This is an optimization exercise on Yosys and OpenROAD, whose aim is small area and a short achievable clock period, not a production implementation.
No run shown here included a check of the RTL's function; only the layout flow was run.
Power figures rest on the tool's default switching activity, not on a simulated workload.

## flow/design.v

```verilog
module reciprocal_divider (
    input  clk,
    input  rst,
    input  [15:0] u,
    input  [15:0] v,
    output reg [15:0] q
);
    wire [16:0] hz;
    assign hz[16] = 1'b1;
    assign hz[15] = hz[16] & ~v[15];
    assign hz[14] = hz[15] & ~v[14];
    assign hz[13] = hz[14] & ~v[13];
    assign hz[12] = hz[13] & ~v[12];
    assign hz[11] = hz[12] & ~v[11];
    assign hz[10] = hz[11] & ~v[10];
    assign hz[9] = hz[10] & ~v[9];
    assign hz[8] = hz[9] & ~v[8];
    assign hz[7] = hz[8] & ~v[7];
    assign hz[6] = hz[7] & ~v[6];
    assign hz[5] = hz[6] & ~v[5];
    assign hz[4] = hz[5] & ~v[4];
    assign hz[3] = hz[4] & ~v[3];
    assign hz[2] = hz[3] & ~v[2];
    assign hz[1] = hz[2] & ~v[1];
    assign hz[0] = hz[1] & ~v[0];
    wire [15:0] nv = ~v;
    wire [15:0] qr;
    wire [0:0] r15_a, r15_t, r15_g, r15_c;
    assign r15_a = u[15];
    assign r15_t = r15_a ^ nv[0:0];
    assign r15_g = r15_a & nv[0:0];
    wire r15_G0_0 = r15_a[0] | nv[0];
    assign r15_c[0] = r15_G0_0;
    assign qr[15] = hz[1] & r15_c[0];
    wire [0:0] r15_d = ~r15_t;
    wire [0:0] rm15 = qr[15] ? r15_d : r15_a;
    wire [1:0] r14_a, r14_t, r14_g, r14_c;
    assign r14_a = {rm15[0:0], u[14]};
    assign r14_t = r14_a ^ nv[1:0];
    assign r14_g = r14_a & nv[1:0];
    wire r14_G0_0 = r14_a[0] | nv[0];
    wire r14_G1_1 = r14_g[1] | (r14_t[1] & r14_G0_0);
    assign r14_c[0] = r14_G0_0;
    assign r14_c[1] = r14_G1_1;
    assign qr[14] = hz[2] & r14_c[1];
    wire [1:0] r14_d = r14_t ^ {r14_c[0:0], 1'b1};
    wire [1:0] rm14 = qr[14] ? r14_d : r14_a;
    wire [2:0] r13_a, r13_t, r13_g, r13_c;
    assign r13_a = {rm14[1:0], u[13]};
    assign r13_t = r13_a ^ nv[2:0];
    assign r13_g = r13_a & nv[2:0];
    wire r13_G0_0 = r13_a[0] | nv[0];
    wire r13_G1_1 = r13_g[1] | (r13_t[1] & r13_G0_0);
    wire r13_G2_2 = r13_g[2] | (r13_t[2] & r13_G1_1);
    assign r13_c[0] = r13_G0_0;
    assign r13_c[1] = r13_G1_1;
    assign r13_c[2] = r13_G2_2;
    assign qr[13] = hz[3] & r13_c[2];
    wire [2:0] r13_d = r13_t ^ {r13_c[1:0], 1'b1};
    wire [2:0] rm13 = qr[13] ? r13_d : r13_a;
    wire [3:0] r12_a, r12_t, r12_g, r12_c;
    assign r12_a = {rm13[2:0], u[12]};
    assign r12_t = r12_a ^ nv[3:0];
    assign r12_g = r12_a & nv[3:0];
    wire r12_G0_0 = r12_a[0] | nv[0];
    wire r12_G1_1 = r12_g[1] | (r12_t[1] & r12_G0_0);
    wire r12_G1_3 = r12_g[3] | (r12_t[3] & r12_g[2]);
    wire r12_P1_3 = r12_t[3] & r12_t[2];
    wire r12_G2_2 = r12_g[2] | (r12_t[2] & r12_G1_1);
    wire r12_G2_3 = r12_G1_3 | (r12_P1_3 & r12_G1_1);
    assign r12_c[0] = r12_G0_0;
    assign r12_c[1] = r12_G1_1;
    assign r12_c[2] = r12_G2_2;
    assign r12_c[3] = r12_G2_3;
    assign qr[12] = hz[4] & r12_c[3];
    wire [3:0] r12_d = r12_t ^ {r12_c[2:0], 1'b1};
    wire [3:0] rm12 = qr[12] ? r12_d : r12_a;
    wire [4:0] r11_a, r11_t, r11_g, r11_c;
    assign r11_a = {rm12[3:0], u[11]};
    assign r11_t = r11_a ^ nv[4:0];
    assign r11_g = r11_a & nv[4:0];
    wire r11_G0_0 = r11_a[0] | nv[0];
    wire r11_G1_1 = r11_g[1] | (r11_t[1] & r11_G0_0);
    wire r11_G1_3 = r11_g[3] | (r11_t[3] & r11_g[2]);
    wire r11_P1_3 = r11_t[3] & r11_t[2];
    wire r11_G2_2 = r11_g[2] | (r11_t[2] & r11_G1_1);
    wire r11_G2_3 = r11_G1_3 | (r11_P1_3 & r11_G1_1);
    wire r11_G3_4 = r11_g[4] | (r11_t[4] & r11_G2_3);
    assign r11_c[0] = r11_G0_0;
    assign r11_c[1] = r11_G1_1;
    assign r11_c[2] = r11_G2_2;
    assign r11_c[3] = r11_G2_3;
    assign r11_c[4] = r11_G3_4;
    assign qr[11] = hz[5] & r11_c[4];
    wire [4:0] r11_d = r11_t ^ {r11_c[3:0], 1'b1};
    wire [4:0] rm11 = qr[11] ? r11_d : r11_a;
    wire [5:0] r10_a, r10_t, r10_g, r10_c;
    assign r10_a = {rm11[4:0], u[10]};
    assign r10_t = r10_a ^ nv[5:0];
    assign r10_g = r10_a & nv[5:0];
    wire r10_G0_0 = r10_a[0] | nv[0];
    wire r10_G1_1 = r10_g[1] | (r10_t[1] & r10_G0_0);
    wire r10_G1_3 = r10_g[3] | (r10_t[3] & r10_g[2]);
    wire r10_P1_3 = r10_t[3] & r10_t[2];
    wire r10_G1_5 = r10_g[5] | (r10_t[5] & r10_g[4]);
    wire r10_P1_5 = r10_t[5] & r10_t[4];
    wire r10_G2_2 = r10_g[2] | (r10_t[2] & r10_G1_1);
    wire r10_G2_3 = r10_G1_3 | (r10_P1_3 & r10_G1_1);
    wire r10_G3_4 = r10_g[4] | (r10_t[4] & r10_G2_3);
    wire r10_G3_5 = r10_G1_5 | (r10_P1_5 & r10_G2_3);
    assign r10_c[0] = r10_G0_0;
    assign r10_c[1] = r10_G1_1;
    assign r10_c[2] = r10_G2_2;
    assign r10_c[3] = r10_G2_3;
    assign r10_c[4] = r10_G3_4;
    assign r10_c[5] = r10_G3_5;
    assign qr[10] = hz[6] & r10_c[5];
    wire [5:0] r10_d = r10_t ^ {r10_c[4:0], 1'b1};
    wire [5:0] rm10 = qr[10] ? r10_d : r10_a;
    wire [6:0] r9_a, r9_t, r9_g, r9_c;
    assign r9_a = {rm10[5:0], u[9]};
    assign r9_t = r9_a ^ nv[6:0];
    assign r9_g = r9_a & nv[6:0];
    wire r9_G0_0 = r9_a[0] | nv[0];
    wire r9_G1_1 = r9_g[1] | (r9_t[1] & r9_G0_0);
    wire r9_G1_3 = r9_g[3] | (r9_t[3] & r9_g[2]);
    wire r9_P1_3 = r9_t[3] & r9_t[2];
    wire r9_G1_5 = r9_g[5] | (r9_t[5] & r9_g[4]);
    wire r9_P1_5 = r9_t[5] & r9_t[4];
    wire r9_G2_2 = r9_g[2] | (r9_t[2] & r9_G1_1);
    wire r9_G2_3 = r9_G1_3 | (r9_P1_3 & r9_G1_1);
    wire r9_G2_6 = r9_g[6] | (r9_t[6] & r9_G1_5);
    wire r9_P2_6 = r9_t[6] & r9_P1_5;
    wire r9_G3_4 = r9_g[4] | (r9_t[4] & r9_G2_3);
    wire r9_G3_5 = r9_G1_5 | (r9_P1_5 & r9_G2_3);
    wire r9_G3_6 = r9_G2_6 | (r9_P2_6 & r9_G2_3);
    assign r9_c[0] = r9_G0_0;
    assign r9_c[1] = r9_G1_1;
    assign r9_c[2] = r9_G2_2;
    assign r9_c[3] = r9_G2_3;
    assign r9_c[4] = r9_G3_4;
    assign r9_c[5] = r9_G3_5;
    assign r9_c[6] = r9_G3_6;
    assign qr[9] = hz[7] & r9_c[6];
    wire [6:0] r9_d = r9_t ^ {r9_c[5:0], 1'b1};
    wire [6:0] rm9 = qr[9] ? r9_d : r9_a;
    wire [7:0] r8_a, r8_t, r8_g, r8_c;
    assign r8_a = {rm9[6:0], u[8]};
    assign r8_t = r8_a ^ nv[7:0];
    assign r8_g = r8_a & nv[7:0];
    wire r8_G0_0 = r8_a[0] | nv[0];
    wire r8_G1_1 = r8_g[1] | (r8_t[1] & r8_G0_0);
    wire r8_G1_3 = r8_g[3] | (r8_t[3] & r8_g[2]);
    wire r8_P1_3 = r8_t[3] & r8_t[2];
    wire r8_G1_5 = r8_g[5] | (r8_t[5] & r8_g[4]);
    wire r8_P1_5 = r8_t[5] & r8_t[4];
    wire r8_G1_7 = r8_g[7] | (r8_t[7] & r8_g[6]);
    wire r8_P1_7 = r8_t[7] & r8_t[6];
    wire r8_G2_2 = r8_g[2] | (r8_t[2] & r8_G1_1);
    wire r8_G2_3 = r8_G1_3 | (r8_P1_3 & r8_G1_1);
    wire r8_G2_6 = r8_g[6] | (r8_t[6] & r8_G1_5);
    wire r8_P2_6 = r8_t[6] & r8_P1_5;
    wire r8_G2_7 = r8_G1_7 | (r8_P1_7 & r8_G1_5);
    wire r8_P2_7 = r8_P1_7 & r8_P1_5;
    wire r8_G3_4 = r8_g[4] | (r8_t[4] & r8_G2_3);
    wire r8_G3_5 = r8_G1_5 | (r8_P1_5 & r8_G2_3);
    wire r8_G3_6 = r8_G2_6 | (r8_P2_6 & r8_G2_3);
    wire r8_G3_7 = r8_G2_7 | (r8_P2_7 & r8_G2_3);
    assign r8_c[0] = r8_G0_0;
    assign r8_c[1] = r8_G1_1;
    assign r8_c[2] = r8_G2_2;
    assign r8_c[3] = r8_G2_3;
    assign r8_c[4] = r8_G3_4;
    assign r8_c[5] = r8_G3_5;
    assign r8_c[6] = r8_G3_6;
    assign r8_c[7] = r8_G3_7;
    assign qr[8] = hz[8] & r8_c[7];
    wire [7:0] r8_d = r8_t ^ {r8_c[6:0], 1'b1};
    wire [7:0] rm8 = qr[8] ? r8_d : r8_a;
    wire [8:0] r7_a, r7_t, r7_g, r7_c;
    assign r7_a = {rm8[7:0], u[7]};
    assign r7_t = r7_a ^ nv[8:0];
    assign r7_g = r7_a & nv[8:0];
    wire r7_G0_0 = r7_a[0] | nv[0];
    wire r7_G1_1 = r7_g[1] | (r7_t[1] & r7_G0_0);
    wire r7_G1_3 = r7_g[3] | (r7_t[3] & r7_g[2]);
    wire r7_P1_3 = r7_t[3] & r7_t[2];
    wire r7_G1_5 = r7_g[5] | (r7_t[5] & r7_g[4]);
    wire r7_P1_5 = r7_t[5] & r7_t[4];
    wire r7_G1_7 = r7_g[7] | (r7_t[7] & r7_g[6]);
    wire r7_P1_7 = r7_t[7] & r7_t[6];
    wire r7_G2_2 = r7_g[2] | (r7_t[2] & r7_G1_1);
    wire r7_G2_3 = r7_G1_3 | (r7_P1_3 & r7_G1_1);
    wire r7_G2_6 = r7_g[6] | (r7_t[6] & r7_G1_5);
    wire r7_P2_6 = r7_t[6] & r7_P1_5;
    wire r7_G2_7 = r7_G1_7 | (r7_P1_7 & r7_G1_5);
    wire r7_P2_7 = r7_P1_7 & r7_P1_5;
    wire r7_G3_4 = r7_g[4] | (r7_t[4] & r7_G2_3);
    wire r7_G3_5 = r7_G1_5 | (r7_P1_5 & r7_G2_3);
    wire r7_G3_6 = r7_G2_6 | (r7_P2_6 & r7_G2_3);
    wire r7_G3_7 = r7_G2_7 | (r7_P2_7 & r7_G2_3);
    wire r7_G4_8 = r7_g[8] | (r7_t[8] & r7_G3_7);
    assign r7_c[0] = r7_G0_0;
    assign r7_c[1] = r7_G1_1;
    assign r7_c[2] = r7_G2_2;
    assign r7_c[3] = r7_G2_3;
    assign r7_c[4] = r7_G3_4;
    assign r7_c[5] = r7_G3_5;
    assign r7_c[6] = r7_G3_6;
    assign r7_c[7] = r7_G3_7;
    assign r7_c[8] = r7_G4_8;
    assign qr[7] = hz[9] & r7_c[8];
    wire [8:0] r7_d = r7_t ^ {r7_c[7:0], 1'b1};
    wire [8:0] rm7 = qr[7] ? r7_d : r7_a;
    wire [9:0] r6_a, r6_t, r6_g, r6_c;
    assign r6_a = {rm7[8:0], u[6]};
    assign r6_t = r6_a ^ nv[9:0];
    assign r6_g = r6_a & nv[9:0];
    wire r6_G0_0 = r6_a[0] | nv[0];
    wire r6_G1_1 = r6_g[1] | (r6_t[1] & r6_G0_0);
    wire r6_G1_3 = r6_g[3] | (r6_t[3] & r6_g[2]);
    wire r6_P1_3 = r6_t[3] & r6_t[2];
    wire r6_G1_5 = r6_g[5] | (r6_t[5] & r6_g[4]);
    wire r6_P1_5 = r6_t[5] & r6_t[4];
    wire r6_G1_7 = r6_g[7] | (r6_t[7] & r6_g[6]);
    wire r6_P1_7 = r6_t[7] & r6_t[6];
    wire r6_G1_9 = r6_g[9] | (r6_t[9] & r6_g[8]);
    wire r6_P1_9 = r6_t[9] & r6_t[8];
    wire r6_G2_2 = r6_g[2] | (r6_t[2] & r6_G1_1);
    wire r6_G2_3 = r6_G1_3 | (r6_P1_3 & r6_G1_1);
    wire r6_G2_6 = r6_g[6] | (r6_t[6] & r6_G1_5);
    wire r6_P2_6 = r6_t[6] & r6_P1_5;
    wire r6_G2_7 = r6_G1_7 | (r6_P1_7 & r6_G1_5);
    wire r6_P2_7 = r6_P1_7 & r6_P1_5;
    wire r6_G3_4 = r6_g[4] | (r6_t[4] & r6_G2_3);
    wire r6_G3_5 = r6_G1_5 | (r6_P1_5 & r6_G2_3);
    wire r6_G3_6 = r6_G2_6 | (r6_P2_6 & r6_G2_3);
    wire r6_G3_7 = r6_G2_7 | (r6_P2_7 & r6_G2_3);
    wire r6_G4_8 = r6_g[8] | (r6_t[8] & r6_G3_7);
    wire r6_G4_9 = r6_G1_9 | (r6_P1_9 & r6_G3_7);
    assign r6_c[0] = r6_G0_0;
    assign r6_c[1] = r6_G1_1;
    assign r6_c[2] = r6_G2_2;
    assign r6_c[3] = r6_G2_3;
    assign r6_c[4] = r6_G3_4;
    assign r6_c[5] = r6_G3_5;
    assign r6_c[6] = r6_G3_6;
    assign r6_c[7] = r6_G3_7;
    assign r6_c[8] = r6_G4_8;
    assign r6_c[9] = r6_G4_9;
    assign qr[6] = hz[10] & r6_c[9];
    wire [9:0] r6_d = r6_t ^ {r6_c[8:0], 1'b1};
    wire [9:0] rm6 = qr[6] ? r6_d : r6_a;
    wire [10:0] r5_a, r5_t, r5_g, r5_c;
    assign r5_a = {rm6[9:0], u[5]};
    assign r5_t = r5_a ^ nv[10:0];
    assign r5_g = r5_a & nv[10:0];
    wire r5_G0_0 = r5_a[0] | nv[0];
    wire r5_G1_1 = r5_g[1] | (r5_t[1] & r5_G0_0);
    wire r5_G1_3 = r5_g[3] | (r5_t[3] & r5_g[2]);
    wire r5_P1_3 = r5_t[3] & r5_t[2];
    wire r5_G1_5 = r5_g[5] | (r5_t[5] & r5_g[4]);
    wire r5_P1_5 = r5_t[5] & r5_t[4];
    wire r5_G1_7 = r5_g[7] | (r5_t[7] & r5_g[6]);
    wire r5_P1_7 = r5_t[7] & r5_t[6];
    wire r5_G1_9 = r5_g[9] | (r5_t[9] & r5_g[8]);
    wire r5_P1_9 = r5_t[9] & r5_t[8];
    wire r5_G2_2 = r5_g[2] | (r5_t[2] & r5_G1_1);
    wire r5_G2_3 = r5_G1_3 | (r5_P1_3 & r5_G1_1);
    wire r5_G2_6 = r5_g[6] | (r5_t[6] & r5_G1_5);
    wire r5_P2_6 = r5_t[6] & r5_P1_5;
    wire r5_G2_7 = r5_G1_7 | (r5_P1_7 & r5_G1_5);
    wire r5_P2_7 = r5_P1_7 & r5_P1_5;
    wire r5_G2_10 = r5_g[10] | (r5_t[10] & r5_G1_9);
    wire r5_P2_10 = r5_t[10] & r5_P1_9;
    wire r5_G3_4 = r5_g[4] | (r5_t[4] & r5_G2_3);
    wire r5_G3_5 = r5_G1_5 | (r5_P1_5 & r5_G2_3);
    wire r5_G3_6 = r5_G2_6 | (r5_P2_6 & r5_G2_3);
    wire r5_G3_7 = r5_G2_7 | (r5_P2_7 & r5_G2_3);
    wire r5_G4_8 = r5_g[8] | (r5_t[8] & r5_G3_7);
    wire r5_G4_9 = r5_G1_9 | (r5_P1_9 & r5_G3_7);
    wire r5_G4_10 = r5_G2_10 | (r5_P2_10 & r5_G3_7);
    assign r5_c[0] = r5_G0_0;
    assign r5_c[1] = r5_G1_1;
    assign r5_c[2] = r5_G2_2;
    assign r5_c[3] = r5_G2_3;
    assign r5_c[4] = r5_G3_4;
    assign r5_c[5] = r5_G3_5;
    assign r5_c[6] = r5_G3_6;
    assign r5_c[7] = r5_G3_7;
    assign r5_c[8] = r5_G4_8;
    assign r5_c[9] = r5_G4_9;
    assign r5_c[10] = r5_G4_10;
    assign qr[5] = hz[11] & r5_c[10];
    wire [10:0] r5_d = r5_t ^ {r5_c[9:0], 1'b1};
    wire [10:0] rm5 = qr[5] ? r5_d : r5_a;
    wire [11:0] r4_a, r4_t, r4_g, r4_c;
    assign r4_a = {rm5[10:0], u[4]};
    assign r4_t = r4_a ^ nv[11:0];
    assign r4_g = r4_a & nv[11:0];
    wire r4_G0_0 = r4_a[0] | nv[0];
    wire r4_G1_1 = r4_g[1] | (r4_t[1] & r4_G0_0);
    wire r4_G1_3 = r4_g[3] | (r4_t[3] & r4_g[2]);
    wire r4_P1_3 = r4_t[3] & r4_t[2];
    wire r4_G1_5 = r4_g[5] | (r4_t[5] & r4_g[4]);
    wire r4_P1_5 = r4_t[5] & r4_t[4];
    wire r4_G1_7 = r4_g[7] | (r4_t[7] & r4_g[6]);
    wire r4_P1_7 = r4_t[7] & r4_t[6];
    wire r4_G1_9 = r4_g[9] | (r4_t[9] & r4_g[8]);
    wire r4_P1_9 = r4_t[9] & r4_t[8];
    wire r4_G1_11 = r4_g[11] | (r4_t[11] & r4_g[10]);
    wire r4_P1_11 = r4_t[11] & r4_t[10];
    wire r4_G2_2 = r4_g[2] | (r4_t[2] & r4_G1_1);
    wire r4_G2_3 = r4_G1_3 | (r4_P1_3 & r4_G1_1);
    wire r4_G2_6 = r4_g[6] | (r4_t[6] & r4_G1_5);
    wire r4_P2_6 = r4_t[6] & r4_P1_5;
    wire r4_G2_7 = r4_G1_7 | (r4_P1_7 & r4_G1_5);
    wire r4_P2_7 = r4_P1_7 & r4_P1_5;
    wire r4_G2_10 = r4_g[10] | (r4_t[10] & r4_G1_9);
    wire r4_P2_10 = r4_t[10] & r4_P1_9;
    wire r4_G2_11 = r4_G1_11 | (r4_P1_11 & r4_G1_9);
    wire r4_P2_11 = r4_P1_11 & r4_P1_9;
    wire r4_G3_4 = r4_g[4] | (r4_t[4] & r4_G2_3);
    wire r4_G3_5 = r4_G1_5 | (r4_P1_5 & r4_G2_3);
    wire r4_G3_6 = r4_G2_6 | (r4_P2_6 & r4_G2_3);
    wire r4_G3_7 = r4_G2_7 | (r4_P2_7 & r4_G2_3);
    wire r4_G4_8 = r4_g[8] | (r4_t[8] & r4_G3_7);
    wire r4_G4_9 = r4_G1_9 | (r4_P1_9 & r4_G3_7);
    wire r4_G4_10 = r4_G2_10 | (r4_P2_10 & r4_G3_7);
    wire r4_G4_11 = r4_G2_11 | (r4_P2_11 & r4_G3_7);
    assign r4_c[0] = r4_G0_0;
    assign r4_c[1] = r4_G1_1;
    assign r4_c[2] = r4_G2_2;
    assign r4_c[3] = r4_G2_3;
    assign r4_c[4] = r4_G3_4;
    assign r4_c[5] = r4_G3_5;
    assign r4_c[6] = r4_G3_6;
    assign r4_c[7] = r4_G3_7;
    assign r4_c[8] = r4_G4_8;
    assign r4_c[9] = r4_G4_9;
    assign r4_c[10] = r4_G4_10;
    assign r4_c[11] = r4_G4_11;
    assign qr[4] = hz[12] & r4_c[11];
    wire [11:0] r4_d = r4_t ^ {r4_c[10:0], 1'b1};
    wire [11:0] rm4 = qr[4] ? r4_d : r4_a;
    wire [12:0] r3_a, r3_t, r3_g, r3_c;
    assign r3_a = {rm4[11:0], u[3]};
    assign r3_t = r3_a ^ nv[12:0];
    assign r3_g = r3_a & nv[12:0];
    wire r3_G0_0 = r3_a[0] | nv[0];
    wire r3_G1_1 = r3_g[1] | (r3_t[1] & r3_G0_0);
    wire r3_G1_3 = r3_g[3] | (r3_t[3] & r3_g[2]);
    wire r3_P1_3 = r3_t[3] & r3_t[2];
    wire r3_G1_5 = r3_g[5] | (r3_t[5] & r3_g[4]);
    wire r3_P1_5 = r3_t[5] & r3_t[4];
    wire r3_G1_7 = r3_g[7] | (r3_t[7] & r3_g[6]);
    wire r3_P1_7 = r3_t[7] & r3_t[6];
    wire r3_G1_9 = r3_g[9] | (r3_t[9] & r3_g[8]);
    wire r3_P1_9 = r3_t[9] & r3_t[8];
    wire r3_G1_11 = r3_g[11] | (r3_t[11] & r3_g[10]);
    wire r3_P1_11 = r3_t[11] & r3_t[10];
    wire r3_G2_2 = r3_g[2] | (r3_t[2] & r3_G1_1);
    wire r3_G2_3 = r3_G1_3 | (r3_P1_3 & r3_G1_1);
    wire r3_G2_6 = r3_g[6] | (r3_t[6] & r3_G1_5);
    wire r3_P2_6 = r3_t[6] & r3_P1_5;
    wire r3_G2_7 = r3_G1_7 | (r3_P1_7 & r3_G1_5);
    wire r3_P2_7 = r3_P1_7 & r3_P1_5;
    wire r3_G2_10 = r3_g[10] | (r3_t[10] & r3_G1_9);
    wire r3_P2_10 = r3_t[10] & r3_P1_9;
    wire r3_G2_11 = r3_G1_11 | (r3_P1_11 & r3_G1_9);
    wire r3_P2_11 = r3_P1_11 & r3_P1_9;
    wire r3_G3_4 = r3_g[4] | (r3_t[4] & r3_G2_3);
    wire r3_G3_5 = r3_G1_5 | (r3_P1_5 & r3_G2_3);
    wire r3_G3_6 = r3_G2_6 | (r3_P2_6 & r3_G2_3);
    wire r3_G3_7 = r3_G2_7 | (r3_P2_7 & r3_G2_3);
    wire r3_G3_12 = r3_g[12] | (r3_t[12] & r3_G2_11);
    wire r3_P3_12 = r3_t[12] & r3_P2_11;
    wire r3_G4_8 = r3_g[8] | (r3_t[8] & r3_G3_7);
    wire r3_G4_9 = r3_G1_9 | (r3_P1_9 & r3_G3_7);
    wire r3_G4_10 = r3_G2_10 | (r3_P2_10 & r3_G3_7);
    wire r3_G4_11 = r3_G2_11 | (r3_P2_11 & r3_G3_7);
    wire r3_G4_12 = r3_G3_12 | (r3_P3_12 & r3_G3_7);
    assign r3_c[0] = r3_G0_0;
    assign r3_c[1] = r3_G1_1;
    assign r3_c[2] = r3_G2_2;
    assign r3_c[3] = r3_G2_3;
    assign r3_c[4] = r3_G3_4;
    assign r3_c[5] = r3_G3_5;
    assign r3_c[6] = r3_G3_6;
    assign r3_c[7] = r3_G3_7;
    assign r3_c[8] = r3_G4_8;
    assign r3_c[9] = r3_G4_9;
    assign r3_c[10] = r3_G4_10;
    assign r3_c[11] = r3_G4_11;
    assign r3_c[12] = r3_G4_12;
    assign qr[3] = hz[13] & r3_c[12];
    wire [12:0] r3_d = r3_t ^ {r3_c[11:0], 1'b1};
    wire [12:0] rm3 = qr[3] ? r3_d : r3_a;
    wire [13:0] r2_a, r2_t, r2_g, r2_c;
    assign r2_a = {rm3[12:0], u[2]};
    assign r2_t = r2_a ^ nv[13:0];
    assign r2_g = r2_a & nv[13:0];
    wire r2_G0_0 = r2_a[0] | nv[0];
    wire r2_G1_1 = r2_g[1] | (r2_t[1] & r2_G0_0);
    wire r2_G1_3 = r2_g[3] | (r2_t[3] & r2_g[2]);
    wire r2_P1_3 = r2_t[3] & r2_t[2];
    wire r2_G1_5 = r2_g[5] | (r2_t[5] & r2_g[4]);
    wire r2_P1_5 = r2_t[5] & r2_t[4];
    wire r2_G1_7 = r2_g[7] | (r2_t[7] & r2_g[6]);
    wire r2_P1_7 = r2_t[7] & r2_t[6];
    wire r2_G1_9 = r2_g[9] | (r2_t[9] & r2_g[8]);
    wire r2_P1_9 = r2_t[9] & r2_t[8];
    wire r2_G1_11 = r2_g[11] | (r2_t[11] & r2_g[10]);
    wire r2_P1_11 = r2_t[11] & r2_t[10];
    wire r2_G1_13 = r2_g[13] | (r2_t[13] & r2_g[12]);
    wire r2_P1_13 = r2_t[13] & r2_t[12];
    wire r2_G2_2 = r2_g[2] | (r2_t[2] & r2_G1_1);
    wire r2_G2_3 = r2_G1_3 | (r2_P1_3 & r2_G1_1);
    wire r2_G2_6 = r2_g[6] | (r2_t[6] & r2_G1_5);
    wire r2_P2_6 = r2_t[6] & r2_P1_5;
    wire r2_G2_7 = r2_G1_7 | (r2_P1_7 & r2_G1_5);
    wire r2_P2_7 = r2_P1_7 & r2_P1_5;
    wire r2_G2_10 = r2_g[10] | (r2_t[10] & r2_G1_9);
    wire r2_P2_10 = r2_t[10] & r2_P1_9;
    wire r2_G2_11 = r2_G1_11 | (r2_P1_11 & r2_G1_9);
    wire r2_P2_11 = r2_P1_11 & r2_P1_9;
    wire r2_G3_4 = r2_g[4] | (r2_t[4] & r2_G2_3);
    wire r2_G3_5 = r2_G1_5 | (r2_P1_5 & r2_G2_3);
    wire r2_G3_6 = r2_G2_6 | (r2_P2_6 & r2_G2_3);
    wire r2_G3_7 = r2_G2_7 | (r2_P2_7 & r2_G2_3);
    wire r2_G3_12 = r2_g[12] | (r2_t[12] & r2_G2_11);
    wire r2_P3_12 = r2_t[12] & r2_P2_11;
    wire r2_G3_13 = r2_G1_13 | (r2_P1_13 & r2_G2_11);
    wire r2_P3_13 = r2_P1_13 & r2_P2_11;
    wire r2_G4_8 = r2_g[8] | (r2_t[8] & r2_G3_7);
    wire r2_G4_9 = r2_G1_9 | (r2_P1_9 & r2_G3_7);
    wire r2_G4_10 = r2_G2_10 | (r2_P2_10 & r2_G3_7);
    wire r2_G4_11 = r2_G2_11 | (r2_P2_11 & r2_G3_7);
    wire r2_G4_12 = r2_G3_12 | (r2_P3_12 & r2_G3_7);
    wire r2_G4_13 = r2_G3_13 | (r2_P3_13 & r2_G3_7);
    assign r2_c[0] = r2_G0_0;
    assign r2_c[1] = r2_G1_1;
    assign r2_c[2] = r2_G2_2;
    assign r2_c[3] = r2_G2_3;
    assign r2_c[4] = r2_G3_4;
    assign r2_c[5] = r2_G3_5;
    assign r2_c[6] = r2_G3_6;
    assign r2_c[7] = r2_G3_7;
    assign r2_c[8] = r2_G4_8;
    assign r2_c[9] = r2_G4_9;
    assign r2_c[10] = r2_G4_10;
    assign r2_c[11] = r2_G4_11;
    assign r2_c[12] = r2_G4_12;
    assign r2_c[13] = r2_G4_13;
    assign qr[2] = hz[14] & r2_c[13];
    wire [13:0] r2_d = r2_t ^ {r2_c[12:0], 1'b1};
    wire [13:0] rm2 = qr[2] ? r2_d : r2_a;
    wire [14:0] r1_a, r1_t, r1_g, r1_c;
    assign r1_a = {rm2[13:0], u[1]};
    assign r1_t = r1_a ^ nv[14:0];
    assign r1_g = r1_a & nv[14:0];
    wire r1_G0_0 = r1_a[0] | nv[0];
    wire r1_G1_1 = r1_g[1] | (r1_t[1] & r1_G0_0);
    wire r1_G1_3 = r1_g[3] | (r1_t[3] & r1_g[2]);
    wire r1_P1_3 = r1_t[3] & r1_t[2];
    wire r1_G1_5 = r1_g[5] | (r1_t[5] & r1_g[4]);
    wire r1_P1_5 = r1_t[5] & r1_t[4];
    wire r1_G1_7 = r1_g[7] | (r1_t[7] & r1_g[6]);
    wire r1_P1_7 = r1_t[7] & r1_t[6];
    wire r1_G1_9 = r1_g[9] | (r1_t[9] & r1_g[8]);
    wire r1_P1_9 = r1_t[9] & r1_t[8];
    wire r1_G1_11 = r1_g[11] | (r1_t[11] & r1_g[10]);
    wire r1_P1_11 = r1_t[11] & r1_t[10];
    wire r1_G1_13 = r1_g[13] | (r1_t[13] & r1_g[12]);
    wire r1_P1_13 = r1_t[13] & r1_t[12];
    wire r1_G2_2 = r1_g[2] | (r1_t[2] & r1_G1_1);
    wire r1_G2_3 = r1_G1_3 | (r1_P1_3 & r1_G1_1);
    wire r1_G2_6 = r1_g[6] | (r1_t[6] & r1_G1_5);
    wire r1_P2_6 = r1_t[6] & r1_P1_5;
    wire r1_G2_7 = r1_G1_7 | (r1_P1_7 & r1_G1_5);
    wire r1_P2_7 = r1_P1_7 & r1_P1_5;
    wire r1_G2_10 = r1_g[10] | (r1_t[10] & r1_G1_9);
    wire r1_P2_10 = r1_t[10] & r1_P1_9;
    wire r1_G2_11 = r1_G1_11 | (r1_P1_11 & r1_G1_9);
    wire r1_P2_11 = r1_P1_11 & r1_P1_9;
    wire r1_G2_14 = r1_g[14] | (r1_t[14] & r1_G1_13);
    wire r1_P2_14 = r1_t[14] & r1_P1_13;
    wire r1_G3_4 = r1_g[4] | (r1_t[4] & r1_G2_3);
    wire r1_G3_5 = r1_G1_5 | (r1_P1_5 & r1_G2_3);
    wire r1_G3_6 = r1_G2_6 | (r1_P2_6 & r1_G2_3);
    wire r1_G3_7 = r1_G2_7 | (r1_P2_7 & r1_G2_3);
    wire r1_G3_12 = r1_g[12] | (r1_t[12] & r1_G2_11);
    wire r1_P3_12 = r1_t[12] & r1_P2_11;
    wire r1_G3_13 = r1_G1_13 | (r1_P1_13 & r1_G2_11);
    wire r1_P3_13 = r1_P1_13 & r1_P2_11;
    wire r1_G3_14 = r1_G2_14 | (r1_P2_14 & r1_G2_11);
    wire r1_P3_14 = r1_P2_14 & r1_P2_11;
    wire r1_G4_8 = r1_g[8] | (r1_t[8] & r1_G3_7);
    wire r1_G4_9 = r1_G1_9 | (r1_P1_9 & r1_G3_7);
    wire r1_G4_10 = r1_G2_10 | (r1_P2_10 & r1_G3_7);
    wire r1_G4_11 = r1_G2_11 | (r1_P2_11 & r1_G3_7);
    wire r1_G4_12 = r1_G3_12 | (r1_P3_12 & r1_G3_7);
    wire r1_G4_13 = r1_G3_13 | (r1_P3_13 & r1_G3_7);
    wire r1_G4_14 = r1_G3_14 | (r1_P3_14 & r1_G3_7);
    assign r1_c[0] = r1_G0_0;
    assign r1_c[1] = r1_G1_1;
    assign r1_c[2] = r1_G2_2;
    assign r1_c[3] = r1_G2_3;
    assign r1_c[4] = r1_G3_4;
    assign r1_c[5] = r1_G3_5;
    assign r1_c[6] = r1_G3_6;
    assign r1_c[7] = r1_G3_7;
    assign r1_c[8] = r1_G4_8;
    assign r1_c[9] = r1_G4_9;
    assign r1_c[10] = r1_G4_10;
    assign r1_c[11] = r1_G4_11;
    assign r1_c[12] = r1_G4_12;
    assign r1_c[13] = r1_G4_13;
    assign r1_c[14] = r1_G4_14;
    assign qr[1] = hz[15] & r1_c[14];
    wire [14:0] r1_d = r1_t ^ {r1_c[13:0], 1'b1};
    wire [14:0] rm1 = qr[1] ? r1_d : r1_a;
    wire [15:0] r0_a, r0_t, r0_g, r0_c;
    assign r0_a = {rm1[14:0], u[0]};
    assign r0_t = r0_a ^ nv[15:0];
    assign r0_g = r0_a & nv[15:0];
    wire r0_G0_0 = r0_a[0] | nv[0];
    wire r0_G1_1 = r0_g[1] | (r0_t[1] & r0_G0_0);
    wire r0_G1_3 = r0_g[3] | (r0_t[3] & r0_g[2]);
    wire r0_P1_3 = r0_t[3] & r0_t[2];
    wire r0_G1_5 = r0_g[5] | (r0_t[5] & r0_g[4]);
    wire r0_P1_5 = r0_t[5] & r0_t[4];
    wire r0_G1_7 = r0_g[7] | (r0_t[7] & r0_g[6]);
    wire r0_P1_7 = r0_t[7] & r0_t[6];
    wire r0_G1_9 = r0_g[9] | (r0_t[9] & r0_g[8]);
    wire r0_P1_9 = r0_t[9] & r0_t[8];
    wire r0_G1_11 = r0_g[11] | (r0_t[11] & r0_g[10]);
    wire r0_P1_11 = r0_t[11] & r0_t[10];
    wire r0_G1_13 = r0_g[13] | (r0_t[13] & r0_g[12]);
    wire r0_P1_13 = r0_t[13] & r0_t[12];
    wire r0_G1_15 = r0_g[15] | (r0_t[15] & r0_g[14]);
    wire r0_P1_15 = r0_t[15] & r0_t[14];
    wire r0_G2_2 = r0_g[2] | (r0_t[2] & r0_G1_1);
    wire r0_G2_3 = r0_G1_3 | (r0_P1_3 & r0_G1_1);
    wire r0_G2_6 = r0_g[6] | (r0_t[6] & r0_G1_5);
    wire r0_P2_6 = r0_t[6] & r0_P1_5;
    wire r0_G2_7 = r0_G1_7 | (r0_P1_7 & r0_G1_5);
    wire r0_P2_7 = r0_P1_7 & r0_P1_5;
    wire r0_G2_10 = r0_g[10] | (r0_t[10] & r0_G1_9);
    wire r0_P2_10 = r0_t[10] & r0_P1_9;
    wire r0_G2_11 = r0_G1_11 | (r0_P1_11 & r0_G1_9);
    wire r0_P2_11 = r0_P1_11 & r0_P1_9;
    wire r0_G2_14 = r0_g[14] | (r0_t[14] & r0_G1_13);
    wire r0_P2_14 = r0_t[14] & r0_P1_13;
    wire r0_G2_15 = r0_G1_15 | (r0_P1_15 & r0_G1_13);
    wire r0_P2_15 = r0_P1_15 & r0_P1_13;
    wire r0_G3_4 = r0_g[4] | (r0_t[4] & r0_G2_3);
    wire r0_G3_5 = r0_G1_5 | (r0_P1_5 & r0_G2_3);
    wire r0_G3_6 = r0_G2_6 | (r0_P2_6 & r0_G2_3);
    wire r0_G3_7 = r0_G2_7 | (r0_P2_7 & r0_G2_3);
    wire r0_G3_12 = r0_g[12] | (r0_t[12] & r0_G2_11);
    wire r0_P3_12 = r0_t[12] & r0_P2_11;
    wire r0_G3_13 = r0_G1_13 | (r0_P1_13 & r0_G2_11);
    wire r0_P3_13 = r0_P1_13 & r0_P2_11;
    wire r0_G3_14 = r0_G2_14 | (r0_P2_14 & r0_G2_11);
    wire r0_P3_14 = r0_P2_14 & r0_P2_11;
    wire r0_G3_15 = r0_G2_15 | (r0_P2_15 & r0_G2_11);
    wire r0_P3_15 = r0_P2_15 & r0_P2_11;
    wire r0_G4_8 = r0_g[8] | (r0_t[8] & r0_G3_7);
    wire r0_G4_9 = r0_G1_9 | (r0_P1_9 & r0_G3_7);
    wire r0_G4_10 = r0_G2_10 | (r0_P2_10 & r0_G3_7);
    wire r0_G4_11 = r0_G2_11 | (r0_P2_11 & r0_G3_7);
    wire r0_G4_12 = r0_G3_12 | (r0_P3_12 & r0_G3_7);
    wire r0_G4_13 = r0_G3_13 | (r0_P3_13 & r0_G3_7);
    wire r0_G4_14 = r0_G3_14 | (r0_P3_14 & r0_G3_7);
    wire r0_G4_15 = r0_G3_15 | (r0_P3_15 & r0_G3_7);
    assign r0_c[0] = r0_G0_0;
    assign r0_c[1] = r0_G1_1;
    assign r0_c[2] = r0_G2_2;
    assign r0_c[3] = r0_G2_3;
    assign r0_c[4] = r0_G3_4;
    assign r0_c[5] = r0_G3_5;
    assign r0_c[6] = r0_G3_6;
    assign r0_c[7] = r0_G3_7;
    assign r0_c[8] = r0_G4_8;
    assign r0_c[9] = r0_G4_9;
    assign r0_c[10] = r0_G4_10;
    assign r0_c[11] = r0_G4_11;
    assign r0_c[12] = r0_G4_12;
    assign r0_c[13] = r0_G4_13;
    assign r0_c[14] = r0_G4_14;
    assign r0_c[15] = r0_G4_15;
    assign qr[0] = hz[16] & r0_c[15];
    always @(posedge clk or posedge rst) begin
        if (rst)
            q <= 16'd0;
        else
            q <= {qr[15:2] & {14{~hz[0]}}, qr[1:0]};
    end
endmodule
```

## flow/run.sh

```bash
#!/bin/bash
# synth_recipe.tcl (not shown) runs the flow's synth.tcl, then flattens the netlist and writes it again
# the make line also repeats each setting of config.mk as NAME=value (left out here)
make -C /OpenROAD-flow-scripts/flow DESIGN_CONFIG=/design/flow/config.mk WORK_HOME=/design/flow/orfs CLKGATE_MAP_FILE= SYNTH_SCRIPT=/design/flow/synth_recipe.tcl finish
```

## flow/config.mk

```make
export PLATFORM = sky130hd
export DESIGN_NAME = reciprocal_divider
export DESIGN_NICKNAME = reciprocal_divider
export VERILOG_FILES = /design/flow/design.v
export SDC_FILE = /design/flow/constraint.sdc
export NUM_CORES = 4
export LEC_CHECK = 0
export ABC_AREA = 1
export CAP_MARGIN = 20
export CORE_MARGIN = 2
export CORE_UTILIZATION = 40
export SLEW_MARGIN = 20
```

## flow/constraint.sdc

```tcl
create_clock -name core_clock -period 55.0 [get_ports {clk}]
set_input_delay 11.0000 -clock core_clock [delete_from_list [all_inputs] [get_ports {clk}]]
set_output_delay 11.0000 -clock core_clock [all_outputs]
set_load 0.01 [all_outputs]
```

==> results of run 1 <==
## path summary, 6_finish.rpt
| path | slack (ps) | endpoint | cells past startpoint |
|---|---|---|---|
| worst max-delay path | 13790 | q[0] | 166 |
| worst min-delay path | 11150 | q[2] | 2 |
| max in group asynchronous | 43430 | q[12] | 2 |
| min in group core_clock | 11560 | q[1] | 2 |
## kinds of logic (layout without fill, tap and decap cells)
group	Yosys count	in the layout	share of synthesized area, %
compound gates	150	150	15.6
xor+xnor	45	45	6.18
fa+ha+maj	163	163	37.3
buf+inv	128	173	8.16
flops	16	16	6.28
mux	1	1	0.157
simple gates	342	342	26.3
## per-stage QoR
stage	util (%)	hold slack, ps	cells	instance area (sq um)	worst slack [ps]
after global routing	45.6	11220	1106	7170	10280
final	45.6	11150	1106	7170	13790
after detailed placement	45.1	11440	1103	7090	13230
after global placement	45.1	11420	1103	7090	13600
after floorplan	-	10910	845	6380	18920
after CTS	45.6	11170	1106	7170	13430
## power by group
group / internal [uW] / total, uW / switching (uW)
clock network: 9.55 / 14.0 / 4.46
logic: 31.0 / 70.4 / 39.5
registers: 12.3 / 12.4 / 0.104
## routing by layer
metal	up-vias	track usage, %	part of all wire, %
li1	2890	-	-
met5	-	0	0
met3	2	1.27	2.0
met4	0	0.569	0.14
met2	61	32.5	47
met1	2418	27.0	51
## cells in the final DEF, fill, tap and decap left out, types with 3 or more instances in the layout
cell type / n
o21ai_1: 44
a21o_1: 20
xnor2_1: 25
clkdlybuf4s50_1: 49
nor2_1: 12
fa_1: 45
and2_1: 9
nand2_1: 192
nand3_2: 13
clkbuf_16: 3
nand2_2: 26
o21ai_0: 11
ha_1: 118
a211oi_1: 4
nand4_1: 4
buf_4: 4
o21ai_2: 25
a21oi_1: 32
clkinv_1: 3
xor2_1: 20
inv_2: 15
a211oi_2: 4
or2_2: 21
nor2_2: 3
dfrtp_1: 16
nand3_1: 52
inv_1: 97
## worst max-delay path: cells and delay by family
kind	cells	cell delay, ps
AO/OA/AOI/OAI	64	11410
adder cells (fa/ha/maj)	18	6420
buffers and inverters	17	3790
AND/OR/NAND/NOR	67	8680
## cell type report
cell class | count | area share (%)
flip-flops and latches | 16 | 5.59
multi-input cells | 701 | 76.2
clock buffers | 3 | 1.05
inverters | 117 | 6.18
well taps | 216 | 3.77
repair buffers | 53 | 7.26
## synthesized netlist by cell type, drive strengths merged (10+ instances only)
master    n  area (sq um)
xnor2    25           219
o21ai    81           510
nand3    65           390
ha      118          1480
fa       45           901
or2      22           138
a21oi    33           169
buf      10          73.8
a21o     20           150
nand2   218           883
xor2     20           175
inv     113           427
dfrtp    16           400
nor2     18           106
==> qor.txt, run 1 <==
Hold Path Class: primary input to async pin
Antenna violations before repair: 0
Share of layout cells above drive strength 1: 14.4%
Largest net degree at the start of global routing: 25
DR WL/cell: 13.2 um
Core box area: 0.0157 sq mm
Critical path fanouts, max: 24
Row count: 46
TritonCTS clock tree: done
Register area: 400 sq um
Fin crit period: 41210 ps
Antenna diodes: 0
Number of synthesized flops with an enable pin: 0
Async SR Flop Fraction: 100%
RSZ-0062 raised after global routing: no
Die Ht: 130 um
Slew headroom: 41.7%
Hpwl dp: 12.6 mm
Synth warnings: 1
PD cells: 13.5 mW/mm^2
First-pass GRT wire length: 25.9 mm
Total Neg Setup Slack: 0 ps
Top Registers: q (16)
Area growth from synthesis to layout: 12.4%
Die Width: 130 um
Die ar.: 0.0170 sq mm
CP max-delay cell: inv_1
Residual DRC: 0
Startpoint class of the critical path: primary input
MaxCap Viol Count: 0
Mean Syn Cell Area: 7.55 sq um
Final Cycle Share: 74.9%
Post-CTS Resized: 0
Antenna-violating nets left: 0
Worst-case clock buffer depth: 2
FILL cells: 1615
H-tree depth: 1
Vias in the first global route: 5323
Port buffer count: 49
GPL Wtd Cong: 0.839
Leakage: 0.00380 uW
Remaining global-route overflow: 0
TritonCTS buffer count: 3
Multi-input combinational cell area: 0.00546 sq mm
Crit path kind: primary input to register
Worst-Margin Slew: 874 ps
Vias per cell: 4.86
Worst Path Required: 55110 ps
Mapped Area: 0.00638 sq mm
Post-Synthesis Net Count: 1042
Postcts setup bufs: 0
Starting density of the core: 40.6%
Status: finished clean
Worst VDD drop: 0.00000794 V
Clock Tree Root: clkbuf_16
CTS Sinks: 16
Library cells used by synthesis: 46
Detailed Routing Iterations Pass 1: 5
Sequential area share after synthesis: 6.28%
Final wirelength: 14.6 mm
Final setup vio count: 0
CP peak stage delay: 660 ps
Final hold violation count: 0
Final net count: 1089
Worst Setup End Kind: register
I/O Pins: 50
Max Clk Rate: 0.0243 GHz
Max reg flops: 16
CTS Hold Buffers Added: 0
Most used cell, CP: nand2_1
Largest Register: q
Crit. Startpoint: v[8]
Top_reg_cell synth: dfrtp_1
Vias: 5371
#FFs+latches synth: 16
Clk pin slew, worst setup/hold paths: 50 ps
Max Slew Vio Count: 0
All-Layer GR Usage: 18.7%
Initial drt markers: 245
Crit path arrival time: 41320 ps
Total power: 96.8 uW
Synthesized instance count: 845
==> inputs of run 2 (changes only) <==
--- a/flow/config.mk
+++ b/flow/config.mk
@@ -9,4 +9,4 @@
 export CAP_MARGIN = 20
 export CORE_MARGIN = 2
-export CORE_UTILIZATION = 40
+export CORE_UTILIZATION = 70
 export SLEW_MARGIN = 20
==> qor.txt, run 2 <==
Status: finished clean (unchanged)
Crit path arrival time: 42000 ps (was 41320 ps)
#FFs+latches synth: 16 (unchanged)
Share of layout cells above drive strength 1: 14.5% (was 14.4%)
MaxCap Viol Count: 0 (unchanged)
Synth warnings: 1 (unchanged)
Initial drt markers: 291 (was 245)
Die Ht: 99.5 um (was 130 um)
Worst-Margin Slew: 867 ps (was 874 ps)
CP peak stage delay: 670 ps (was 660 ps)
Antenna-violating nets left: 0 (unchanged)
I/O Pins: 50 (unchanged)
Sequential area share after synthesis: 6.28% (unchanged)
Vias in the first global route: 5849 (was 5323)
RSZ-0062 raised after global routing: no (unchanged)
Max Clk Rate: 0.0239 GHz (was 0.0243 GHz)
Clock Tree Root: clkbuf_8 (was clkbuf_16)
Most common cell after layout, fill and taps aside: nand2_1 (unchanged)
Area growth from synthesis to layout: 9.93% (was 12.4%)
Final wirelength: 15.2 mm (was 14.6 mm)
Post-CTS Resized: 0 (unchanged)
Most used cell, CP: nand2_1 (unchanged)
Ranking of synthesized cells by area: ha_1 23%, fa_1 14%, nand2_1 11%, dfrtp_1 6.3%, inv_1 5.7% (unchanged)
Final net count: 1089 (unchanged)
Post-Synthesis Net Count: 1042 (unchanged)
Final Cycle Share: 76.1% (was 74.9%)
Placement Cell Area: 0.00696 sq mm (was 0.00709 sq mm)
Postcts setup bufs: 0 (unchanged)
Worst VDD drop: 0.00000812 V (was 0.00000794 V)
Total power: 95.4 uW (was 96.8 uW)
Synth top area share: 23.1% (unchanged)
Mean Syn Cell Area: 7.55 sq um (unchanged)
Number of synthesized flops with an enable pin: 0 (unchanged)
Vias: 5736 (was 5371)
Total Neg Setup Slack: 0 ps (unchanged)
Clk pin slew, worst setup/hold paths: 70 ps (was 50 ps)
Library cells used by synthesis: 46 (unchanged)
Worst Path Required: 55120 ps (was 55110 ps)
Remaining global-route overflow: 0 (unchanged)
Die ar.: 0.00989 sq mm (was 0.0170 sq mm)
Hpwl dp: 12.9 mm (was 12.6 mm)
CP bufs+invs: 16 (was 17)
Crit path max-delay family: compound AO/OA/AOI/OAI gates (unchanged)
Most frequent cells in the layout: 192 x nand2_1, 118 x ha_1, 97 x inv_1 (unchanged)
Antenna diodes: 0 (unchanged)
Startpoint class of the critical path: primary input (unchanged)
GPL Wtd Cong: 0.928 (was 0.839)
CTS Sinks: 16 (unchanged)
PD cells: 13.6 mW/mm^2 (was 13.5 mW/mm^2)
Residual DRC: 0 (unchanged)
Row count: 34 (was 46)
Detailed Routing Iterations Pass 1: 5 (unchanged)
Die Width: 99.5 um (was 130 um)
FILL cells: 655 (was 1615)
Top_reg_cell synth: dfrtp_1 (unchanged)
TritonCTS buffer count: 3 (unchanged)
Async SR Flop Fraction: 100% (unchanged)
Dpl ws: 13020 ps (was 13230 ps)
Hold Path Class: primary input to async pin (unchanged)
Fin crit period: 41880 ps (was 41210 ps)
Top Registers: q (16) (unchanged)
CP max-delay cell: inv_1 (unchanged)
Antenna violations before repair: 0 (unchanged)
Final instance area: 0.00701 sq mm (was 0.00717 sq mm)
Critical path fanouts, max: 24 (unchanged)
Core box area: 0.00876 sq mm (was 0.0157 sq mm)
DR WL/cell: 15.2 um (was 13.2 um)
Crit path kind: primary input to register (unchanged)
Top post-synthesis cells by count: 192 x nand2_1, 118 x ha_1, 97 x inv_1 (unchanged)
Slew headroom: 42.1% (was 41.7%)
Leakage: 0.00379 uW (was 0.00380 uW)
Synthesized instance count: 845 (unchanged)
H-tree depth: 1 (unchanged)
Largest net degree at the start of global routing: 25 (unchanged)
Mapped Area: 0.00638 sq mm (unchanged)
Vias per cell: 5.74 (was 4.86)
Largest area contributor in the netlist: ha_1 (unchanged)
Fin worst setup slack: 13120 ps (was 13790 ps)
Worst Setup End Kind: register (unchanged)
Starting density of the core: 72.8% (was 40.6%)
Count leader, synth: nand2_1 (unchanged)
Final setup vio count: 0 (unchanged)
Port buffer count: 49 (unchanged)
TritonCTS clock tree: done (unchanged)
Largest Register: q (unchanged)
All-Layer GR Usage: 32.6% (was 18.7%)
First-pass GRT wire length: 26.7 mm (was 25.9 mm)
CTS Hold Buffers Added: 0 (unchanged)
Worst-case clock buffer depth: 2 (unchanged)
Final hold violation count: 0 (unchanged)
Max reg flops: 16 (unchanged)
Max Slew Vio Count: 0 (unchanged)
## run 2: cell counts after synthesis
No cell type changed its count.
## run 2: cells by family (layout without fill, tap and decap cells)
family / after synthesis / count (layout) / share of synthesized area, %
XOR/XNOR: 45 / 45 / 6.18
AND/OR/NAND/NOR: 342 / 342 / 26.3
adder cells (fa/ha/maj): 163 / 163 / 37.3
AO/OA/AOI/OAI: 150 / 150 / 15.6
multiplexers: 1 / 1 / 0.157
flip-flops: 16 / 16 / 6.28
buffers and inverters: 128 / 174 / 8.16
## run 2: layout make-up
cell class / count / area [sq um] / area share (%)
Clock buffer: 4 / 55.1 / 0.785
Inverter: 117 / 443 / 6.32
Multi-Input combinational cell: 701 / 5460 / 77.8
Sequential cell: 16 / 400 / 5.71
Tap cell: 108 / 135 / 1.93
Timing Repair Buffer: 53 / 520 / 7.42
## run 2: worst paths after layout
kind / cells past startpoint / from / endpoint / slack [ps]
setup / recovery: 165 / v[8] / q[0] / 13120
hold / removal: 2 / rst / q[0] / 11140
max in group asynchronous: 2 / rst / q[3] / 43440
min in group core_clock: 2 / v[15] / q[1] / 11520
## run 2: metal layers
layer,wire (um),GRT usage (%)
met5,0,0
met4,515,11.1
met3,488,3.02
met2,7440,57.3
met1,6770,42.2
## run 2: report_power, final
| group | leakage, uW | total (uW) | switching (uW) | internal, uW |
|---|---|---|---|---|
| sequential | 0.000220 | 12.4 | 0.150 | 12.3 |
| clock | 0.0000288 | 10.7 | 4.36 | 6.36 |
| combinational | 0.00354 | 72.3 | 41.0 | 31.3 |
| total | 0.00379 | 95.4 | 45.5 | 49.9 |
## run 2: metrics by stage
stage / utilization, % / hold slack (ps) / std cells
floorplan: - / 10910 / 845
global placement: 79.4 / 11420 / 995
detailed placement: 79.4 / 11430 / 995
CTS: 80.0 / 11170 / 999
global route: 80.0 / 11220 / 999
finish: 80.0 / 11140 / 999
==> inputs of run 3 (changes only) <==
==> flow/flow/run.sh (new file) <==
#!/bin/bash
# Standard ORFS layout, with repair_timing aiming for 20 ns of setup slack
# at the design's clock period and constraints.
set -euo pipefail
bash standard.sh SETUP_SLACK_MARGIN=20 finish > standard.log 2>&1
==> flow/standard.sh (new file) <==
#!/bin/bash
# synth_recipe.tcl (not shown) runs the flow's synth.tcl, then flattens the netlist and writes it again
# the make line also repeats each setting of config.mk as NAME=value (left out here)
make -C /OpenROAD-flow-scripts/flow DESIGN_CONFIG=/design/flow/config.mk WORK_HOME=/design/flow/orfs CLKGATE_MAP_FILE= SYNTH_SCRIPT=/design/flow/synth_recipe.tcl "${@:-finish}"
--- a/flow/config.mk
+++ b/flow/config.mk
@@ -9,4 +9,4 @@
 export CAP_MARGIN = 20
 export CORE_MARGIN = 2
-export CORE_UTILIZATION = 70
+export CORE_UTILIZATION = 40
 export SLEW_MARGIN = 20
removed: flow/run.sh
==> qor.txt, run 3 <==
Status: finished clean (unchanged)
CTS Sinks: 16 (unchanged)
Hold WS: 11130 ps (was 11140 ps)
CP peak stage delay: 480 ps (was 670 ps)
FILL cells: 1287 (was 655)
Largest area contributor in the netlist: ha_1 (unchanged)
Multi-input combinational cell area: 0.00668 sq mm (was 0.00546 sq mm)
Leakage: 0.00496 uW (was 0.00379 uW)
Final setup vio count: 0 (unchanged)
Clk pin slew, worst setup/hold paths: 50 ps (was 70 ps)
Total Neg Setup Slack: 0 ps (unchanged)
CP max-delay cell: dlygate4sd2_1 (was inv_1)
Synth top area share: 23.1% (unchanged)
Total power: 139 uW (was 95.4 uW)
Initial drt markers: 245 (was 291)
Worst Path Required: 55110 ps (was 55120 ps)
Worst-case clock buffer depth: 2 (unchanged)
DR WL/cell: 15.2 um (about the same)
Mean Syn Cell Area: 7.55 sq um (unchanged)
TritonCTS clock tree: done (unchanged)
Final hold violation count: 0 (unchanged)
Startpoint class of the critical path: primary input (unchanged)
#FFs+latches synth: 16 (unchanged)
Fin crit period: 35480 ps (was 41880 ps)
Row count: 46 (was 34)
MaxCap Viol Count: 0 (unchanged)
GPL Wtd Cong: 0.806 (was 0.928)
Hold Path Class: primary input to async pin (unchanged)
Remaining global-route overflow: 0 (unchanged)
Port buffer count: 49 (unchanged)
Hpwl dp: 12.4 mm (was 12.9 mm)
Largest net degree at the start of global routing: 17 (was 25)
Dpl ws: 15400 ps (was 13020 ps)
Ranking of synthesized cells by area: ha_1 23%, fa_1 14%, nand2_1 11%, dfrtp_1 6.3%, inv_1 5.7% (unchanged)
Number of synthesized flops with an enable pin: 0 (unchanged)
Vias per cell: 5.04 (was 5.74)
Top_reg_cell synth: dfrtp_1 (unchanged)
Area growth from synthesis to layout: 56.9% (was 9.93%)
Max reg flops: 16 (unchanged)
Most common cell after layout, fill and taps aside: buf_4 (was nand2_1)
Final Cycle Share: 64.5% (was 76.1%)
Vias: 6566 (was 5736)
Antenna-violating nets left: 0 (unchanged)
First-pass GRT wire length: 29.9 mm (was 26.7 mm)
Die ar.: 0.0170 sq mm (was 0.00989 sq mm)
Detailed Routing Iterations Pass 1: 4 (was 5)
Die Ht: 130 um (was 99.5 um)
Count leader, synth: nand2_1 (unchanged)
Starting density of the core: 40.6% (was 72.8%)
H-tree depth: 1 (unchanged)
Residual DRC: 0 (unchanged)
Final Util: 63.7% (was 80.0%)
Post-Synthesis Net Count: 1042 (unchanged)
Most used cell, CP: buf_4 (was nand2_1)
Most frequent cells in the layout: 183 x buf_4, 138 x nand2_1, 92 x ha_1 (was 192 x nand2_1, 118 x ha_1, 97 x inv_1)
Register area: 400 sq um (unchanged)
Top post-synthesis cells by count: 192 x nand2_1, 118 x ha_1, 97 x inv_1 (unchanged)
Largest Register: q (unchanged)
Mapped Area: 0.00638 sq mm (unchanged)
Crit. Startpoint: v[8] (unchanged)
All-Layer GR Usage: 22.0% (was 32.6%)
Antenna violations before repair: 0 (unchanged)
Sequential area share after synthesis: 6.28% (unchanged)
Max Slew Vio Count: 0 (unchanged)
RSZ-0062 raised after global routing: yes (was no)
Worst VDD drop: 0.00000940 V (was 0.00000812 V)
Share of layout cells above drive strength 1: 47.8% (was 14.5%)
I/O Pins: 50 (unchanged)
Final wirelength: 19.8 mm (was 15.2 mm)
Async SR Flop Fraction: 100% (unchanged)
Crit path arrival time: 35590 ps (was 42000 ps)
Crit path kind: primary input to register (unchanged)
Core box area: 0.0157 sq mm (was 0.00876 sq mm)
Top Registers: q (16) (unchanged)
Critical path fanouts, max: 8 (was 24)
PD cells: 13.8 mW/mm^2 (was 13.6 mW/mm^2)
Slew headroom: 24.7% (was 42.1%)
Clock Tree Root: clkbuf_16 (was clkbuf_8)
Antenna diodes: 0 (unchanged)
Fin worst setup slack: 19520 ps (was 13120 ps)
Max Clk Rate: 0.0282 GHz (was 0.0239 GHz)
Final net count: 1285 (was 1089)
Synth warnings: 1 (unchanged)
TritonCTS buffer count: 3 (unchanged)
Vias in the first global route: 6249 (was 5849)
Worst Setup End Kind: register (unchanged)
Die Width: 130 um (was 99.5 um)
Worst-Margin Slew: 1130 ps (was 867 ps)
Library cells used by synthesis: 46 (unchanged)
Synthesized instance count: 845 (unchanged)
run 3: cell counts after synthesis:
No cell type changed its count.
run 3: worst paths after layout:
kind                       endpoint
max in group asynchronous      q[8]
setup / recovery               q[0]
min in group core_clock        q[1]
hold / removal                 q[1]
run 3: cell families (layout without fill, tap and decap cells):
kind of cell / Yosys count / count (layout) / synth area share, %
simple gates: 342 / 344 / 26.3
fa+ha+maj: 163 / 163 / 37.3
compound gates: 150 / 150 / 15.6
buf+inv: 128 / 368 / 8.16
xor+xnor: 45 / 45 / 6.18
flops: 16 / 16 / 6.28
mux: 1 / 1 / 0.157
run 3: area by class of cell:
cell class	instances	share of cell area (%)
timing repair buffer	246	20.4
multi-input combinational	703	66.7
clock buffer	4	0.888
inverter	117	5.27
timing repair inverter	1	0.0375
sequential	16	4.00
tap	216	2.70
run 3: what timing repair did:
item | CTS | global route
setup endpoints to repair | 3 | 2
pin swaps | 103 | 143
hold buffers | 0 | 0
resized for setup | 130 | 157
setup buffers | 125 | 67
cloned | 3 | 0
run 3: where the power goes:
part	switching [uW]	leakage, uW	internal [uW]
sequential	0.106	0.000220	12.3
combinational	55.2	0.00469	54.8
clock	5.13	0.0000442	11.1
total	60.4	0.00496	78.1
run 3: through the flow:
step,instances,instance area (sq um)
5_1_grt,1303,10000
3_3_place_gp,1104,7230
3_5_place_dp,1104,7230
2_1_floorplan,845,6520
4_1_cts,1236,8790
6_report,1303,10000
run 3: worst max-delay path: cells and delay by family:
kind | cells | cell delay (ps)
adders and majority gates | 19 | 6020
buffers and inverters | 47 | 5970
xor gates and xnor gates | 1 | 160
AOI/OAI and AO/OA | 46 | 6580
and+or+nand+nor | 61 | 5760
run 3: per-layer routing:
metal / up-vias / part of all wire [%] / global-route usage (%)
met5: - / 0 / 0
met4: 0 / 3.2 / 4.74
met3: 46 / 2.6 / 1.68
met2: 125 / 52 / 40.3
met1: 3102 / 42 / 28.3
li1: 3293 / - / -
==> inputs of run 4 (changes only) <==
==> flow/flow/run.sh (replaced) <==
#!/bin/bash
# Standard ORFS layout, with repair_timing aiming for 10 ns of setup slack
# at the design's clock period and constraints.
set -euo pipefail
bash standard.sh SETUP_SLACK_MARGIN=10 finish > standard.log 2>&1
==> qor.txt, run 4 <==
Top_reg_cell synth: dfrtp_1 (unchanged)
Synth top area share: 23.1% (unchanged)
H-tree depth: 1 (unchanged)
Max Clk Rate: 0.0243 GHz (was 0.0282 GHz)
Startpoint class of the critical path: primary input (unchanged)
Most common cell after layout, fill and taps aside: nand2_1 (was buf_4)
RSZ-0062 raised after global routing: no (was yes)
First-pass GRT wire length: 25.9 mm (was 29.9 mm)
Max reg flops: 16 (unchanged)
Synth Area in Adders: 37.3% (unchanged)
Share of layout cells above drive strength 1: 14.4% (was 47.8%)
CP bufs+invs: 17 (was 47)
Die ar.: 0.0170 sq mm (unchanged)
CTS Hold Buffers Added: 0 (unchanged)
Residual DRC: 0 (unchanged)
Largest area contributor in the netlist: ha_1 (unchanged)
Compound-cell area share of the yosys netlist: 15.6% (unchanged)
Hpwl dp: 12.6 mm (was 12.4 mm)
FILL cells: 1615 (was 1287)
Async SR Flop Fraction: 100% (unchanged)
WP depth: 166 (was 174)
Mapped Area: 0.00638 sq mm (unchanged)
Library cells used by synthesis: 46 (unchanged)
Crit path arrival time: 41320 ps (was 35590 ps)
Synth Area in Simple Gates: 26.3% (unchanged)
Worst-case clock buffer depth: 2 (unchanged)
TritonCTS clock tree: done (unchanged)
PD cells: 13.5 mW/mm^2 (was 13.8 mW/mm^2)
CP peak stage delay: 660 ps (was 480 ps)
Main combinational cell family by area after synthesis: adder cells (unchanged)
CTS Sinks: 16 (unchanged)
Antenna diodes: 0 (unchanged)
Fin crit period: 41210 ps (was 35480 ps)
MaxCap Viol Count: 0 (unchanged)
Crit path max-delay family: compound AO/OA/AOI/OAI gates (unchanged)
Largest net degree at the start of global routing: 25 (was 17)
Mean Syn Cell Area: 7.55 sq um (unchanged)
Slew headroom: 41.7% (was 24.7%)
Core box area: 0.0157 sq mm (unchanged)
Clk pin slew, worst setup/hold paths: 50 ps (about the same)
Postcts setup bufs: 0 (was 125)
Final wirelength: 14.6 mm (was 19.8 mm)
Worst-Margin Slew: 874 ps (was 1130 ps)
Hold Path Class: primary input to async pin (unchanged)
Total power: 96.8 uW (was 139 uW)
Port buffer count: 49 (unchanged)
Count leader, synth: nand2_1 (unchanged)
Row count: 46 (unchanged)
Antenna-violating nets left: 0 (unchanged)
Total Neg Setup Slack: 0 ps (unchanged)
Ranking of synthesized cells by area: ha_1 23%, fa_1 14%, nand2_1 11%, dfrtp_1 6.3%, inv_1 5.7% (unchanged)
Vias: 5371 (was 6566)
Final net count: 1089 (was 1285)
Final setup vio count: 0 (unchanged)
Die Ht: 130 um (unchanged)
Vias in the first global route: 5323 (was 6249)
XOR/XNOR Fraction of Synth Area: 6.18% (unchanged)
Clock Tree Root: clkbuf_16 (unchanged)
I/O Pins: 50 (unchanged)
Antenna violations before repair: 0 (unchanged)
Final Cycle Share: 74.9% (was 64.5%)
Leakage: 0.00380 uW (was 0.00496 uW)
TritonCTS buffer count: 3 (unchanged)
Fin worst setup slack: 13790 ps (was 19520 ps)
Worst VDD drop: 0.00000794 V (was 0.00000940 V)
Post-Synthesis Net Count: 1042 (unchanged)
Largest Register: q (unchanged)
Top post-synthesis cells by count: 192 x nand2_1, 118 x ha_1, 97 x inv_1 (unchanged)
Dpl ws: 13230 ps (was 15400 ps)
Mux cell area share after synthesis: 0.157% (unchanged)
Synthesized instance count: 845 (unchanged)
GPL Wtd Cong: 0.839 (was 0.806)
#FFs+latches synth: 16 (unchanged)
Final hold violation count: 0 (unchanged)
Most frequent cells in the layout: 192 x nand2_1, 118 x ha_1, 97 x inv_1 (was 183 x buf_4, 138 x nand2_1, 92 x ha_1)
Number of synthesized flops with an enable pin: 0 (unchanged)
Detailed Routing Iterations Pass 1: 5 (was 4)
Crit path kind: primary input to register (unchanged)
Remaining global-route overflow: 0 (unchanged)
Top Registers: q (16) (unchanged)
All-Layer GR Usage: 18.7% (was 22.0%)
Post-CTS Resized: 0 (was 130)
Starting density of the core: 40.6% (unchanged)
Vias per cell: 4.86 (was 5.04)
Critical path fanouts, max: 24 (was 8)
Status: finished clean (unchanged)
Die Width: 130 um (unchanged)
Sequential area share after synthesis: 6.28% (unchanged)
Worst Setup End Kind: register (unchanged)
CP max-delay cell: inv_1 (was dlygate4sd2_1)
Max Slew Vio Count: 0 (unchanged)
Synth warnings: 1 (unchanged)
Worst Path Required: 55110 ps (about the same)
Area growth from synthesis to layout: 12.4% (was 56.9%)
Initial drt markers: 245 (unchanged)
DR WL/cell: 13.2 um (was 15.2 um)
Most used cell, CP: nand2_1 (was buf_4)
-- run 4: cell counts after synthesis --
Identical to the previous run, type by type.
-- run 4: path summary, 6_finish.rpt --
check / to / startpoint
worst max-delay path: q[0] / v[8]
worst min-delay path: q[2] / rst
max in group asynchronous: q[12] / rst
min in group core_clock: q[1] / v[15]
-- run 4: cell families (layout without fill, tap and decap cells) --
family / count (synthesis) / count (layout)
AOI/OAI and AO/OA: 150 / 150
adders and majority gates: 163 / 163
buffers and inverters: 128 / 173
DFF: 16 / 16
xor gates and xnor gates: 45 / 45
and+or+nand+nor: 342 / 342
muxes: 1 / 1
-- run 4: layout make-up --
type	count	area [sq um]	share of cell area [%]
Tap cell	216	270	3.77
Inverter	117	443	6.18
Timing Repair Buffer	53	520	7.26
Multi-Input combinational cell	701	5460	76.2
Clock buffer	3	75.1	1.05
Sequential cell	16	400	5.59
-- run 4: per-stage QoR --
stage	instances	instance area, sq um	hold slack, ps	utilization (%)
final	1106	7170	11150	45.6
after floorplan	845	6380	10910	-
after global placement	1103	7090	11420	45.1
after detailed placement	1103	7090	11440	45.1
after CTS	1106	7170	11170	45.6
after global routing	1106	7170	11220	45.6
-- run 4: where the power goes --
group          leakage, uW  switching, uW  internal [uW]  total (uW)
combinational      0.00354           39.5           31.0        70.4
sequential        0.000220          0.104           12.3        12.4
clock            0.0000370           4.46           9.55        14.0
total              0.00380           44.0           52.8        96.8
-- run 4: routing by layer --
metal	global-route usage, %	routed length (um)	vias up	part of all wire [%]
li1	-	-	2890	-
met1	27.0	7460	2418	51
met2	32.5	6830	61	47
met3	1.27	290	2	2.0
met4	0.569	21	0	0.14
met5	0	0	-	0

==> re-timing with driven ports <==
In the flow no input, the clock included, has a driving cell. The finished layouts below were timed again as built, in two steps.
Step 1 sets driving cells, clkbuf_16 on the clock port and buf_2 on the other inputs (assumed; they add their load-dependent delay and slew).
Step 2 also shifts input and output timing later by t, the mid clock arrival at the registers, as if the neighbouring blocks saw the same clock.
Three values: ideal ports, drivers, drivers and shift; two values: the first two.
run | shift t [ns] | setup WS [ns] | hold WS [ns] | slew at the worst register clock pin (ns) | cell pins on the clock port's net
run 1 | 0.276 | 13.790 / 13.797 / 13.521 | 11.146 / 11.138 / 11.414 | 0.05 / 0.05 | 1
run 2 | 0.276 | 13.118 / 13.113 / 12.837 | 11.139 / 11.137 / 11.413 | 0.07 / 0.07 | 1
run 3 | 0.280 | 19.524 / 19.532 / 19.252 | 11.125 / 11.120 / 11.400 | 0.05 / 0.05 | 1
run 4 | 0.276 | 13.790 / 13.797 / 13.521 | 11.146 / 11.138 / 11.414 | 0.05 / 0.05 | 1
After both steps every run listed still meets setup and hold. The setup slack of run 2, which loses most, moves by -0.005 ns with the drivers and by -0.281 ns with both steps.
